Context: an optimization exercise on an open-source flow, tuned for small area and a short achievable clock period. The choices shown serve that exercise and are no tape-out recipe.
RTL that was checked went through simulation tests only; none was proved equivalent to the original.
Power is estimated from default activity; no workload was simulated.

==> run a: inputs <==
==> flow/design.v (excerpt) <==
module Multiplier (
	input clk,
	input resetn,
	input [2:0] step,
	input [7:0] shift,
	input signed [7:0] A,
	input signed [7:0] B0,
	input signed [7:0] B1,
	input signed [7:0] B2,
	input signed [7:0] B3,
	input signed [7:0] B4,
	input signed [7:0] B5,
	input signed [7:0] B6,
	input signed [7:0] B7,
	output [7:0] Y0,
	output [7:0] Y1,
	output [7:0] Y2,
	output [7:0] Y3,
	output [7:0] Y4,
	output [7:0] Y5,
	output [7:0] Y6,
	output [7:0] Y7,
	output reg overflow
	);
export LEC_CHECK = 0
export CAP_MARGIN = 20
export CORE_MARGIN = 2
export CORE_UTILIZATION = 40
export SLEW_MARGIN = 20
create_clock -name core_clock -period 6.0 [get_ports {clk}]
run.sh (not shown) runs the stock make flow with config.mk's settings and CLKGATE_MAP_FILE= SYNTH_SCRIPT=/design/flow/synth_recipe.tcl, a recipe that flattens the netlist after the stock synthesis.
==> inputs of run b, as changes to run a <==
--- a/flow/design.v
+++ b/flow/design.v
@@ -60,25 +60,43 @@
 		assign m[k] = ({1'b0, sh} <= k - 7);
 	end endgenerate
 	reg [6:0] y_r [0:7];
 	reg f_r;
 	wire [7:0] fl;
 	generate for (g = 0; g < 8; g = g + 1) begin : lane
 		reg [7:0] b_r;
-		reg [27:0] acc;
+		reg [27:0] v;        
+		reg [1:0] q;         
 		always @(posedge clk) if (s_mul) b_r <= b_in[g];
-		wire [17:0] u;
-		mac_lo mac (.acc(acc[15:0]), .b(b_r), .one(d_one), .two(d_two), .neg(d_neg), .u(u));
-		wire [11:0] hi_p = acc[27:16] + 12'd1;
-		wire [11:0] hi_m = acc[27:16] - 12'd1;
-		wire [11:0] hi = u[17] ? hi_p : u[16] ? acc[27:16] : hi_m;
+		wire [15:0] vn;
+		wire [1:0] qn;
+		mac_lo mac (.v(v[15:0]), .b(b_r), .one(d_one), .two(d_two), .neg(d_neg),
+			.vn(vn), .qn(qn));
+		wire [11:0] ah = v[27:16];
+		wire [11:0] hi_p, hi_m;
+		for (k = 0; k < 12; k = k + 1) begin : incdec
+			if (k == 0) begin : b0
+				assign hi_p[k] = ~ah[k];
+				assign hi_m[k] = ~ah[k];
+			end else begin : bk
+				assign hi_p[k] = ah[k] ^ (&ah[k-1:0]);
+				assign hi_m[k] = ah[k] ^ ~(|ah[k-1:0]);
+			end
+		end
+		wire [11:0] hin = ({12{q[1]}} & hi_m) | ({12{~q[1] & q[0]}} & hi_p) | ({12{~q[0]}} & ah);
 		always @(posedge clk) begin
-			if (rst | s_clr) acc <= 28'd0;
-			else acc <= {hi, u[15:0]};
-		end
+			if (rst | s_clr) begin
+				v <= 28'd0;
+				q <= 2'd0;
+			end else begin
+				v <= {hin, vn};
+				q <= qn;
+			end
+		end
+		wire [27:0] acc = {hin, v[15:0]};
 		wire [26:0] x0 = acc[26:0];
 		wire [22:0] x1 = sh[4] ? {4'd0, x0[26:16]} : x0[22:0];
 		wire [14:0] x2 = sh[3] ? x1[22:8] : x1[14:0];
 		wire [10:0] x3 = sh[2] ? x2[14:4] : x2[10:0];
 		wire [8:0] x4 = sh[1] ? x3[10:2] : x3[8:0];
 		wire [6:0] x5 = sh[0] ? x4[7:1] : x4[6:0];
 		wire sat = |(acc[26:7] & m);
@@ -104,20 +122,21 @@
 	assign Y3 = {1'b0, y_r[3]};
 	assign Y4 = {1'b0, y_r[4]};
 	assign Y5 = {1'b0, y_r[5]};
 	assign Y6 = {1'b0, y_r[6]};
 	assign Y7 = {1'b0, y_r[7]};
 endmodule
 module mac_lo (
-	input [15:0] acc,
+	input [15:0] v,
 	input [7:0] b,
 	input [3:0] one,
 	input [3:0] two,
 	input [3:0] neg,
-	output [17:0] u
+	output [15:0] vn,
+	output [1:0] qn
 );
 	wire [8:0] bx = {b[7], b};
 	wire [9:0] bs = {bx, 1'b0};
 	wire [8:0] pp0 = (({9{one[0]}} & bx) | ({9{two[0]}} & bs[8:0])) ^ {9{neg[0]}};
 	wire [8:0] pp1 = (({9{one[1]}} & bx) | ({9{two[1]}} & bs[8:0])) ^ {9{neg[1]}};
 	wire [8:0] pp2 = (({9{one[2]}} & bx) | ({9{two[2]}} & bs[8:0])) ^ {9{neg[2]}};
 	wire [8:0] pp3 = (({9{one[3]}} & bx) | ({9{two[3]}} & bs[8:0])) ^ {9{neg[3]}};
@@ -197,42 +216,42 @@
 	wire t_74;
 	wire t_75;
 	wire t_76;
 	wire t_77;
 	wire t_78;
 	wire t_79;
 	wire t_80;
-	assign t_1 = acc[4] ^ pp0[4];
-	assign t_2 = acc[4] & pp0[4];
-	assign t_3 = acc[5] ^ pp0[5];
-	assign t_4 = acc[5] & pp0[5];
-	assign t_5 = acc[6] ^ pp0[6] ^ pp1[4];
-	assign t_6 = (acc[6] & pp0[6]) | (acc[6] & pp1[4]) | (pp0[6] & pp1[4]);
+	assign t_1 = v[4] ^ pp0[4];
+	assign t_2 = v[4] & pp0[4];
+	assign t_3 = v[5] ^ pp0[5];
+	assign t_4 = v[5] & pp0[5];
+	assign t_5 = v[6] ^ pp0[6] ^ pp1[4];
+	assign t_6 = (v[6] & pp0[6]) | (v[6] & pp1[4]) | (pp0[6] & pp1[4]);
 	assign t_7 = pp2[2] ^ pp3[0];
 	assign t_8 = pp2[2] & pp3[0];
-	assign t_9 = acc[7] ^ pp0[7] ^ pp1[5];
-	assign t_10 = (acc[7] & pp0[7]) | (acc[7] & pp1[5]) | (pp0[7] & pp1[5]);
+	assign t_9 = v[7] ^ pp0[7] ^ pp1[5];
+	assign t_10 = (v[7] & pp0[7]) | (v[7] & pp1[5]) | (pp0[7] & pp1[5]);
 	assign t_11 = pp2[3] ^ pp3[1];
 	assign t_12 = pp2[3] & pp3[1];
-	assign t_13 = acc[8] ^ ~pp0[8] ^ pp1[6];
-	assign t_14 = (acc[8] & ~pp0[8]) | (acc[8] & pp1[6]) | (~pp0[8] & pp1[6]);
+	assign t_13 = v[8] ^ ~pp0[8] ^ pp1[6];
+	assign t_14 = (v[8] & ~pp0[8]) | (v[8] & pp1[6]) | (~pp0[8] & pp1[6]);
 	assign t_15 = ~(pp2[4] ^ pp3[2]);
 	assign t_16 = pp2[4] | pp3[2];
-	assign t_17 = acc[9] ^ pp1[7] ^ pp2[5];
-	assign t_18 = (acc[9] & pp1[7]) | (acc[9] & pp2[5]) | (pp1[7] & pp2[5]);
+	assign t_17 = v[9] ^ pp1[7] ^ pp2[5];
+	assign t_18 = (v[9] & pp1[7]) | (v[9] & pp2[5]) | (pp1[7] & pp2[5]);
 	assign t_19 = ~pp3[3];
 	assign t_20 = pp3[3];
-	assign t_21 = acc[10] ^ ~pp1[8] ^ pp2[6];
-	assign t_22 = (acc[10] & ~pp1[8]) | (acc[10] & pp2[6]) | (~pp1[8] & pp2[6]);
-	assign t_23 = acc[11] ^ pp2[7];
-	assign t_24 = acc[11] & pp2[7];
-	assign t_25 = acc[2] ^ pp0[2];
-	assign t_26 = acc[2] & pp0[2];
-	assign t_27 = acc[3] ^ pp0[3];
-	assign t_28 = acc[3] & pp0[3];
+	assign t_21 = v[10] ^ ~pp1[8] ^ pp2[6];
+	assign t_22 = (v[10] & ~pp1[8]) | (v[10] & pp2[6]) | (~pp1[8] & pp2[6]);
+	assign t_23 = v[11] ^ pp2[7];
+	assign t_24 = v[11] & pp2[7];
+	assign t_25 = v[2] ^ pp0[2];
+	assign t_26 = v[2] & pp0[2];
+	assign t_27 = v[3] ^ pp0[3];
+	assign t_28 = v[3] & pp0[3];
 	assign t_29 = pp1[2] ^ pp2[0] ^ neg[2];
 	assign t_30 = (pp1[2] & pp2[0]) | (pp1[2] & neg[2]) | (pp2[0] & neg[2]);
 	assign t_31 = pp1[3] ^ pp2[1] ^ t_3;
 	assign t_32 = (pp1[3] & pp2[1]) | (pp1[3] & t_3) | (pp2[1] & t_3);
 	assign t_33 = neg[3] ^ t_5 ^ t_7;
 	assign t_34 = (neg[3] & t_5) | (neg[3] & t_7) | (t_5 & t_7);
 	assign t_35 = t_9 ^ t_11 ^ t_6;
@@ -241,22 +260,22 @@
 	assign t_38 = (t_13 & t_15) | (t_13 & t_10) | (t_15 & t_10);
 	assign t_39 = t_17 ^ t_19 ^ t_14;
 	assign t_40 = (t_17 & t_19) | (t_17 & t_14) | (t_19 & t_14);
 	assign t_41 = pp3[4] ^ t_21 ^ t_18;
 	assign t_42 = (pp3[4] & t_21) | (pp3[4] & t_18) | (t_21 & t_18);
 	assign t_43 = ~(pp3[5] ^ t_23);
 	assign t_44 = pp3[5] | t_23;
-	assign t_45 = acc[12] ^ ~pp2[8] ^ pp3[6];
-	assign t_46 = (acc[12] & ~pp2[8]) | (acc[12] & pp3[6]) | (~pp2[8] & pp3[6]);
-	assign t_47 = acc[13] ^ pp3[7];
-	assign t_48 = acc[13] & pp3[7];
-	assign t_49 = acc[0] ^ pp0[0];
-	assign t_50 = acc[0] & pp0[0];
-	assign t_51 = acc[1] ^ pp0[1];
-	assign t_52 = acc[1] & pp0[1];
+	assign t_45 = v[12] ^ ~pp2[8] ^ pp3[6];
+	assign t_46 = (v[12] & ~pp2[8]) | (v[12] & pp3[6]) | (~pp2[8] & pp3[6]);
+	assign t_47 = v[13] ^ pp3[7];
+	assign t_48 = v[13] & pp3[7];
+	assign t_49 = v[0] ^ pp0[0];
+	assign t_50 = v[0] & pp0[0];
+	assign t_51 = v[1] ^ pp0[1];
+	assign t_52 = v[1] & pp0[1];
 	assign t_53 = pp1[0] ^ neg[1] ^ t_25;
 	assign t_54 = (pp1[0] & neg[1]) | (pp1[0] & t_25) | (neg[1] & t_25);
 	assign t_55 = pp1[1] ^ t_27 ^ t_26;
 	assign t_56 = (pp1[1] & t_27) | (pp1[1] & t_26) | (t_27 & t_26);
 	assign t_57 = t_1 ^ t_29 ^ t_28;
 	assign t_58 = (t_1 & t_29) | (t_1 & t_28) | (t_29 & t_28);
 	assign t_59 = t_2 ^ t_31 ^ t_30;
@@ -273,15 +292,17 @@
 	assign t_70 = (t_20 & t_41) | (t_20 & t_40) | (t_41 & t_40);
 	assign t_71 = t_22 ^ t_43 ^ t_42;
 	assign t_72 = (t_22 & t_43) | (t_22 & t_42) | (t_43 & t_42);
 	assign t_73 = t_24 ^ t_45 ^ t_44;
 	assign t_74 = (t_24 & t_45) | (t_24 & t_44) | (t_45 & t_44);
 	assign t_75 = ~(t_47 ^ t_46);
 	assign t_76 = t_47 | t_46;
-	assign t_77 = acc[14] ^ ~pp3[8] ^ t_48;
-	assign t_78 = (acc[14] & ~pp3[8]) | (acc[14] & t_48) | (~pp3[8] & t_48);
-	assign t_79 = ~acc[15];
-	assign t_80 = acc[15];
-	wire [17:0] ra = {1'b0, t_80, t_79, t_77, t_75, t_73, t_71, t_69, t_67, t_65, t_63, t_61, t_59, t_57, t_55, t_53, t_51, neg[0]};
-	wire [17:0] rb = {1'b0, 1'b0, t_78, t_76, t_74, t_72, t_70, t_68, t_66, t_64, t_62, t_60, t_58, t_56, t_54, t_52, t_50, t_49};
-	assign u = ra + rb;
+	assign t_77 = v[14] ^ ~pp3[8] ^ t_48;
+	assign t_78 = (v[14] & ~pp3[8]) | (v[14] & t_48) | (~pp3[8] & t_48);
+	assign t_79 = ~v[15];
+	assign t_80 = v[15];
+	wire [17:0] ra = {1'b1, 1'b1, t_79, t_77, t_75, t_73, t_71, t_69, t_67, t_65, t_63, t_61, t_59, t_57, t_55, t_53, t_51, neg[0]};
+	wire [17:0] rb = {1'b0, t_80, t_78, t_76, t_74, t_72, t_70, t_68, t_66, t_64, t_62, t_60, t_58, t_56, t_54, t_52, t_50, t_49};
+	wire [17:0] u = ra + rb;
+	assign vn = u[15:0];
+	assign qn = u[17:16];
 endmodule
Settings changed: ABC_AREA set to 1, SETUP_SLACK_MARGIN set to 1.8.
==> notes <==
- In run a the first-iteration DRC count is lower than in run b, by 34%.
- Against run a, the clock skew of run b is lower by 0.0043 ns.
- Between run b and run a, the lower register-to-register slack is in run a (gap 1.8 ns).
- Sequential cell count: run a is lower than run b (16).
- Against run a, the cell count of run b is higher by 16%.
No functional check of the RTL was part of run a.

* * *

==> v39 <==
Another version of the RTL of Multiplier (not shown whole).
clock: 6.0 ns
lec_check: 0
abc_area: 1
cap_margin: 20
core_margin: 2
core_utilization: 40
setup_slack_margin: 3.1
slew_margin: 20
==> v3 (differences from v39) <==
SETUP_SLACK_MARGIN = 2.9   (was 3.1)
==> v28 (differences from v39) <==
SETUP_SLACK_MARGIN = 2.8   (was 3.1)
==> v26 (differences from v39) <==
SETUP_SLACK_MARGIN = 3.0   (was 3.1)
==> notes <==
- In v39 the clock-buffer cell count is higher than in v28, by 17.
- Worst hold slack: v3 < v26 < v39 < v28.
- Global-route usage, highest first: v39, v3, v26, v28.
- Against v3, the final cell count of v26 is higher by about 0.5%.
- Against v26, the non-clock buffer count of v39 is higher by 73.
- Utilization: v28 < v3 < v26 < v39.
- Synthesized area is the same in v3 and v39.
- In flip-flop and latch count, v3 and v39 do not differ.
- Maximum frequency: v39 is larger than v28 (3.0%).
- Final area: v39 > v26 > v3 > v28.
==> figures <==
| item | v26 | v28 | v3 | v39 |
|---|---|---|---|---|
| Power per cell area | 304 mW/mm² | 293 mW/mm² | 294 mW/mm² | 303 mW/mm² |
| Combinational cell power | 7.01 mW | 5.96 mW | 6.46 mW | 7.59 mW |
| Starting DRC count in detailed routing | 4173 | 4586 | 4707 | 5082 |
| Multi-input gate share of the layout cell area | 54.3% | 54.6% | 54.4% | 54.2% |
| Wire per inst | 21.5 µm | 21.0 µm | 21.4 µm | 21.4 µm |
| Layout clock area frac | 4.62% | 4.57% | 4.29% | 4.19% |
| Area of the multi-input gates | 0.0285 mm² | 0.0274 mm² | 0.0278 mm² | 0.0291 mm² |
| Resized cells post-CTS | 220 | 120 | 170 | 323 |
| Cell-internal power | 9.82 mW | 9.17 mW | 9.22 mW | 10.0 mW |
| Run status | no timing/DRC/antenna violations | no timing/DRC/antenna violations | no timing/DRC/antenna violations | no timing/DRC/antenna violations |
| Logic pwr share | 44.1% | 40.5% | 43.0% | 46.7% |
| Met1 Use GR | 41.5% | 41.7% | 41.8% | 41.4% |
| Fraction of final layout cells with drive strength greater than 1 | 12.2% | 7.74% | 9.79% | 14.9% |
| Fraction of power spent switching nets | 38.2% | 37.6% | 38.5% | 38.5% |
| Depth of the CTS H-tree | 3 | 2 | 3 | 3 |
| Global-route met3 utilization | 4.41% | 4.48% | 4.35% | 4.44% |
| Final setup margin | 2.92 ns | 2.86 ns | 2.95 ns | 2.95 ns |
| Transition time of the tightest slew-check pin | 1.03 ns | 1.03 ns | 1.12 ns | 0.957 ns |
| Remaining max-slew budget at the tightest pin | 31.2% | 31.1% | 24.9% | 36.2% |
| Count of non-filler cells in the finished layout | 7436 | 7345 | 7399 | 7501 |
| Static leakage | 24.0 nW | 23.3 nW | 23.7 nW | 24.5 nW |

[what the ideal ports hide]
The flow's constraints put no driver on any port. The routed layouts listed below were extracted and timed again, unchanged, in two steps.
Step 1 sets driving cells, clkbuf_16 on the clock port and buf_2 on the other inputs (assumed; they add their load-dependent delay and slew).
Step 2 times the ports against the registers' clock, not the clock port: input delays grow and output delays shrink by t, the midpoint of the rising clock arrivals with the driver on.
a / b / c = no drivers / after step 1 / after step 2; a / b = the first two.
run	shift t [ns]	slack for setup (ns)	hold slack, ns	slew at the worst register clock pin (ns)	worst slew at a driven data input, ns
run a	0.692	0.124 / 0.124 / 0.124	0.451 / 0.451 / 0.451	0.07 / 0.07	0.08
run b	0.708	1.878 / 1.878 / 1.397	0.464 / 0.464 / 0.464	0.07 / 0.07	0.08
v39	0.695	2.949 / 2.949 / 2.391	0.441 / 0.441 / 0.441	0.07 / 0.07	0.08
v3	0.707	2.949 / 2.949 / 2.298	0.435 / 0.435 / 0.435	0.07 / 0.07	0.09
v28	0.726	2.858 / 2.858 / 2.160	0.445 / 0.445 / 0.445	0.07 / 0.07	0.08
v26	0.701	2.921 / 2.921 / 2.334	0.436 / 0.436 / 0.436	0.06 / 0.06	0.09
After both steps every run listed still meets setup and hold. For v28, which loses most, drivers alone change the setup slack by 0.000 ns; drivers and shift together by -0.698 ns.
